This is an optimization exercise on Yosys and OpenROAD, whose aim is small area, a short achievable clock period and few clock cycles, not a production implementation. In this exercise RTL edits were held to simulation tests only and were not proved equivalent to the original. No activity file was given, so power comes from the tool's default toggle rates.

Design bellmanford, start of the top module:
module bellmanford (reset, clock, GMAR1, GMDR1, GMAR2, GMDR2, IMAR, IMDR, WMAR1, WMAR2, WMDR1, WMDR2, WMWDR, WMWAR, WMWE, OMAR, OMDR, OMWAR, OMWDR, OMWE, NegCycle, Finish);
For scale: about 790 I/O pins, about 0.016 sq mm of cells after synthesis.
export LEC_CHECK = 0
export CAP_MARGIN = 20
export CORE_AREA = 5 5 275 275
export DIE_AREA = 0 0 280 280
export SETUP_SLACK_MARGIN = 1.5
export SLEW_MARGIN = 20
export TNS_END_PERCENT = 100
create_clock -name core_clock -period 5.0 [get_ports {clock}]
run.sh (not shown) runs the stock make flow with config.mk's settings and CLKGATE_MAP_FILE= SYNTH_SCRIPT=/design/flow/synth_recipe.tcl, a recipe that flattens the netlist after the stock synthesis.
Testbench counts at the start, summed over its fixed seeds: cycles 23,209.
Rerun with:
CORE_AREA = 3 3 269 269   (was 5 5 275 275)
DIE_AREA = 0 0 272 272   (was 0 0 280 280)
TNS_END_PERCENT = not set   (was 100)
Area after synthesis does not change.
Combinational power goes up by about 3%.
Sequential cell count does not change.

## cedar
bellmanford again, from the RTL that the note above started with.
clock: 5.0 ns
lec_check: 0
cap_margin: 20
core_area: 5 5 275 275
die_area: 0 0 280 280
gpl_routability_driven: 0
setup_slack_margin: 1.5
slew_margin: 20
Testbench counts of cedar, summed over its fixed seeds: cycles 23,209.
Relative to cedar, the following input files were edited for juniper:
- ABC_CLOCK_PERIOD_IN_PS now 3000, previously not set
- GPL_ROUTABILITY_DRIVEN no longer set, was 0
--- outcome ---
[compare] base=cedar new=juniper: first-pass GRT wire length increased about 0.6%; sequential share of layout area climbed 0.61 points. Per the comparison of juniper with cedar, routed wire length fell by about 1.3%; clock group total power fell by about 10%; transition time at the pin with the least slew margin fell by 0.083 ns.
Inputs modified between juniper and indigo:
- ABC_CLOCK_PERIOD_IN_PS: 3000 -> 1500
==> comparison <==
Diff indigo..juniper | initial core utilization | unchanged. [compare] base=juniper new=indigo: wire length held steady, final cell count without fillers held. Reported for juniper and indigo, share of flip-flops with an asynchronous set or reset turned out identical to the last digit. From juniper to indigo the numbers moved as follows: first-pass GRT wire length comparable, data arrival time of the critical path comparable. ~same clock-buffer cell count in juniper and indigo. Changes observed in indigo relative to juniper: clock power neither gained nor lost much, growth of design area from synthesis to finish neither gained nor lost much.
For nickel, these inputs were changed with respect to indigo:
- PLACE_DENSITY newly set to 0.35
- ABC_CLOCK_PERIOD_IN_PS removed (was 1500)
[summary]
Compared with indigo, nickel has less setup slack.
nickel against indigo: final area now sits higher; non-clock buffer count grew by 31.
On switching share of power, indigo and nickel are basically level.
From indigo to nickel the numbers moved as follows: power density over the cells saw an increase; area after synthesis saw little to no change.
--- input diff nickel..tundra ---
- PLACE_DENSITY: 0.35 -> unset
- SETUP_SLACK_MARGIN: 1.5 -> 1.8
For global-route track usage on met3, nickel and tundra come out practically identical.
Via density per instance up 2.7% in tundra wrt nickel
Re post-placement worst setup slack: tundra and nickel aren't equal, and the higher value belongs to tundra.
Vias: tundra more than nickel
diff inputs: tundra => ember
- swapping 1.8 for 0.5 in SETUP_SLACK_MARGIN
Results
Having completed the whole flow, ember delivered a layout that passed the timing, design-rule and antenna checks.
Diff tundra and ember: final cell utilization of the core higher in tundra
Compared ember vs tundra, and number of standard cells in the layout, taps in and fillers out is down in ember.
In the tables for tundra and ember, register-to-register slack reads lower with ember.
The run with more routed wire is tundra, not ember.
The multi-input combinational cell count was comparable across tundra and ember.
| first-pass GRT wire length | ember vs tundra | better |
ember against tundra: average routed wire per standard cell fell by about 2.4%; final critical-path required period saw an increase.

== the reference run ==
Starting RTL as in the previous note.
clock: 5.0 ns
lec_check: 0
cap_margin: 20
cell_pad_in_sites_detail_placement: 0
cell_pad_in_sites_global_placement: 0
core_area: 5 5 275 275
die_area: 0 0 280 280
setup_slack_margin: 1.5
slew_margin: 20
Testbench counts of the reference run, summed over its fixed seeds: cycles 23,209.
--- input diff the reference run..the trial run ---
Settings: swapping 1.5 for 2.0 in SETUP_SLACK_MARGIN; clearing CELL_PAD_IN_SITES_DETAIL_PLACEMENT, which used to be 0; clearing CELL_PAD_IN_SITES_GLOBAL_PLACEMENT, which used to be 0.
Findings:
Cell area after layout: higher on the trial run
| measured slew at the worst slew-check pin | the trial run vs the reference run | 0.20 ns lower |
Diff the trial run..the reference run | hold slack | negligible
The trial run against the reference run: final worst-path setup slack went down by 0.0065 ns, sequential share of layout area now sits lower, xor-xnor portion of the synthesized cell area stayed essentially flat.
The trial run: via count 989 above the reference run
Diff the reference run -> the trial run: fmax comparable, leakage power summed over all cells now larger.

==> afterwards: timing with drivers on the ports <==
The flow's constraints put no driver on any port. The routed layouts listed below were extracted and timed again, unchanged, in two steps.
Step 1 sets driving cells, clkbuf_16 on the clock port and buf_2 on the other inputs (assumed; they add their load-dependent delay and slew).
Step 2 times the ports against the registers' clock, not the clock port: input delays grow and output delays shrink by t, the midpoint of the rising clock arrivals with the driver on.
Three values: ideal, step 1, step 2; two values: the first two.
| run | t (ns) | setup WS [ns] | clock arrival spread, ns |
|---|---|---|---|
| the first run of note 1 | 0.509 | 1.465 / 1.412 / 1.107 | 0.022 / 0.022 |
| the second run of note 1 | 0.519 | 1.396 / 1.345 / 0.863 | 0.026 / 0.026 |
| cedar | 0.506 | 1.391 / 1.324 / 0.997 | 0.017 / 0.018 |
| juniper | 0.509 | 1.465 / 1.412 / 1.107 | 0.022 / 0.022 |
| indigo | 0.509 | 1.465 / 1.412 / 1.107 | 0.022 / 0.022 |
| nickel | 0.548 | 1.348 / 1.263 / 0.957 | 0.019 / 0.018 |
| tundra | 0.514 | 1.471 / 1.428 / 0.993 | 0.020 / 0.019 |
| ember | 0.507 | 0.606 / 0.573 / 0.294 | 0.023 / 0.022 |
| the reference run | 0.509 | 1.465 / 1.412 / 1.107 | 0.022 / 0.022 |
| the trial run | 0.514 | 1.459 / 1.433 / 1.058 | 0.018 / 0.018 |
After both steps setup and hold are still met in every run listed. For the second run of note 1, which loses most, drivers alone change the setup slack by -0.051 ns; drivers and shift together by -0.533 ns.
